What follows belongs to an exercise in optimizing a design on an open flow for small area and a short achievable clock period; a production flow would make more cautious choices. The RTL was checked by simulation tests, not by an equivalence proof against the original design.

Design conv_filter, start of the top module:
module conv_filter(input clk, input reset_n, input in_valid, input [3:0] select,
  input [391:0] red_in, input [391:0] green_in, input [391:0] blue_in,
  output reg out_valid, output reg [7:0] red_out, output reg [7:0] green_out, output reg [7:0] blue_out);
Settings: LEC_CHECK=0, CAP_MARGIN=20, CORE_MARGIN=2, CORE_UTILIZATION=60, PLACE_DENSITY=0.68, SLEW_MARGIN=20, SYNTH_HIERARCHICAL=1, SYNTH_MINIMUM_KEEP_SIZE=0; clock period 85.0 ns.
standard.sh (not shown) runs the stock make flow with config.mk's settings and CLKGATE_MAP_FILE= SYNTH_SCRIPT=/design/flow/synth_recipe.tcl, a recipe that flattens the netlist after the stock synthesis.
==> flow/flow/run.sh <==
#!/bin/bash
# The standard layout (standard.sh: standard synthesis, floorplan, place, CTS, route),
# with one change: the buffers that buffer_ports puts on every input and output port are
# sky130_fd_sc_hd__buf_1 instead of the flow's default delay-buffer cell.
set -uo pipefail
export BUFFER_PORTS_ARGS="-buffer_cell sky130_fd_sc_hd__buf_1"
bash standard.sh > standard_flow.log 2>&1
status=$?
# each ORFS step's own log is under orfs/logs; copy them next to this flow's log
mkdir -p step_logs
cp -r orfs/logs/. step_logs/ 2>/dev/null || true
exit $status
The starting point never finished: it broke off in I/O pin placement with PPL-0024.
Edit:
==> flow/run.sh (new file) <==
#!/bin/bash
# synth_recipe.tcl (not shown) runs the flow's synth.tcl, then flattens the netlist and writes it again
# the make line also repeats each setting of config.mk as NAME=value (left out here)
make -C /OpenROAD-flow-scripts/flow DESIGN_CONFIG=/design/flow/config.mk WORK_HOME=/design/flow/orfs CLKGATE_MAP_FILE= SYNTH_SCRIPT=/design/flow/synth_recipe.tcl finish
CORE_UTILIZATION = 40   (was 60)
PLACE_DENSITY = not set   (was 0.68)
removed: flow/flow/run.sh
removed: flow/standard.sh
The changed run finished clean.
Synthesized area does not change.
Synthesized cell count is unchanged.
Edit:
==> flow/flow/run.sh (new file) <==
#!/bin/bash
# The standard layout (standard.sh: standard synthesis, floorplan, place, CTS, route),
# with one change: the buffers that buffer_ports puts on every input and output port are
# sky130_fd_sc_hd__buf_1 instead of the flow's default delay-buffer cell.
set -uo pipefail
export BUFFER_PORTS_ARGS="-buffer_cell sky130_fd_sc_hd__buf_1"
bash standard.sh > standard_flow.log 2>&1
status=$?
# each ORFS step's own log is under orfs/logs; copy them next to this flow's log
mkdir -p step_logs
cp -r orfs/logs/. step_logs/ 2>/dev/null || true
exit $status
==> flow/standard.sh (new file) <==
#!/bin/bash
# synth_recipe.tcl (not shown) runs the flow's synth.tcl, then flattens the netlist and writes it again
# the make line also repeats each setting of config.mk as NAME=value (left out here)
make -C /OpenROAD-flow-scripts/flow DESIGN_CONFIG=/design/flow/config.mk WORK_HOME=/design/flow/orfs CLKGATE_MAP_FILE= SYNTH_SCRIPT=/design/flow/synth_recipe.tcl "${@:-finish}"
removed: flow/run.sh
The new run went through all stages and came out clean.
Worst setup slack improves by 0.35 ns.
Clock-buffer cell count goes down by 10.
Sequential share of layout area grows by 1.6 points.
Core utilization drops by 5.5 points.
Global-route usage went down by 0.46 points.
Worst hold slack degrades by 0.081 ns.
Wire length goes down slightly.
Design area shrinks by roughly a tenth.
Synthesized cell count stays the same.

========
== run A ==
Another version of the RTL of conv_filter (not shown whole).
For scale: ~1200 I/O pins, about 0.055 mm^2 of cells after synthesis.
export LEC_CHECK = 0
export CAP_MARGIN = 20
export CORE_MARGIN = 2
export CORE_UTILIZATION = 40
export SLEW_MARGIN = 20
export SYNTH_HIERARCHICAL = 1
export SYNTH_MINIMUM_KEEP_SIZE = 0
create_clock -name core_clock -period 85.0 [get_ports {clk}]
==> flow/flow/run.sh <==
#!/bin/bash
# The standard layout (standard.sh: standard synthesis, floorplan, place, CTS, route),
# with one change: the buffers that buffer_ports puts on every input and output port are
# sky130_fd_sc_hd__buf_1 instead of the flow's default delay-buffer cell.
set -uo pipefail
export BUFFER_PORTS_ARGS="-buffer_cell sky130_fd_sc_hd__buf_1"
bash standard.sh > standard_flow.log 2>&1
status=$?
# each ORFS step's own log is under orfs/logs; copy them next to this flow's log
mkdir -p step_logs
cp -r orfs/logs/. step_logs/ 2>/dev/null || true
exit $status
[inputs] run B vs run A
Settings: clearing CORE_MARGIN, which used to be 2; clearing CORE_UTILIZATION, which used to be 40; putting DIE_AREA at 0 0 460 225 where nothing was set; putting CTS_BUF_LIST at sky130_fd_sc_hd__clkbuf_4 sky130_fd_sc_hd__clkbuf_8 where nothing was set; putting PLACE_DENSITY at 0.7 where nothing was set; putting CORE_AREA at 2 2.72 458 222.72 where nothing was set.
==> comparison <==
Compared with run A, run B supports a higher clock frequency. Run A -> run B: placeable core region decreased by more than a quarter. For the clock insertion delay at the later pin of the skew report, run B came in 0.14 ns higher than run A did. Run B ended with more starting utilization of the core area than run A. In run B, the number of placed instances, taps included came out about 7% below the value in run A.
Changes in run C relative to run B:
Settings: CORE_MARGIN newly set to 2; CTS_BUF_LIST removed (was sky130_fd_sc_hd__clkbuf_4 sky130_fd_sc_hd__clkbuf_8); CORE_AREA removed (was 2 2.72 458 222.72); CORE_UTILIZATION newly set to 40; PLACE_DENSITY removed (was 0.7); DIE_AREA removed (was 0 0 460 225).
==> flow/flow/run.sh <==
#!/bin/bash
# The standard layout (standard.sh: standard synthesis, floorplan, place, CTS, route),
# with two changes:
#  - the buffers that buffer_ports puts on every input and output port are
#    sky130_fd_sc_hd__buf_1 instead of the flow's default delay-buffer cell;
#  - clock tree synthesis runs without dummy loads (same arguments as the standard
#    cts.tcl, with the buffer list from config.mk, plus -dont_use_dummy_load).
set -uo pipefail
export BUFFER_PORTS_ARGS="-buffer_cell sky130_fd_sc_hd__buf_1"
export CTS_ARGS="-sink_clustering_enable -repair_clock_nets -buf_list {sky130_fd_sc_hd__clkbuf_4 sky130_fd_sc_hd__clkbuf_8} -dont_use_dummy_load"
bash standard.sh > standard_flow.log 2>&1
status=$?
# each ORFS step's own log is under orfs/logs; copy them next to this flow's log
mkdir -p step_logs
cp -r orfs/logs/. step_logs/ 2>/dev/null || true
exit $status
Notes after the runs:
- Run C and run B ended up with nearly the same logic depth of the worst setup path including buffers.
- Between run C and run B, it is run C whose worst slack after detailed placement is lower, by 0.42 ns.
- Compared with run B, in run C cell area increased about 0.5%; core region area increased 0.038 mm^2; final cell count saw an increase; sequential share of cell area now sits at about the same level.
- Changes observed in run C relative to run B: wire length the detailed router placed on met1 rose by 24%; via count went up by 1.7%.

## separate check: timing with driven ports
In the flow no input, the clock included, has a driving cell. The finished layouts below were timed again as built, in two steps. Step 1 (the two cells are an assumption about what drives the block):
set clk [get_ports {clk}]
set_driving_cell -lib_cell sky130_fd_sc_hd__clkbuf_16 $clk
set_driving_cell -lib_cell sky130_fd_sc_hd__buf_2 [delete_from_list [all_inputs] $clk]
Step 2, shift: input delay + t, output delay - t, t = (earliest + latest rising clock arrival at the registers) / 2. This alone moves slack from input paths to output paths. Three values: ideal, step 1, step 2; two values: the first two.
| run | t, ns | setup slack, ns | hold slack, ns | latest minus earliest clock arrival (ns) |
|---|---|---|---|---|
| the second run of note 1 | 0.760 | 64.081 / 64.031 / 63.271 | 0.530 / 0.530 / 0.530 | 0.037 / 0.037 |
| the third run of note 1 | 0.774 | 64.433 / 64.337 / 63.563 | 0.449 / 0.449 / 0.449 | 0.039 / 0.040 |
| run A | 0.760 | 65.447 / 65.494 / 64.734 | 0.456 / 0.456 / 0.456 | 0.040 / 0.040 |
| run B | 0.853 | 65.889 / 65.916 / 65.064 | 0.454 / 0.454 / 0.454 | 0.069 / 0.069 |
| run C | 0.828 | 65.512 / 65.564 / 64.736 | 0.436 / 0.436 / 0.436 | 0.083 / 0.084 |
After both steps setup and hold are still met in every run listed. For the third run of note 1, which loses most, drivers alone change the setup slack by -0.096 ns; drivers and shift together by -0.870 ns.
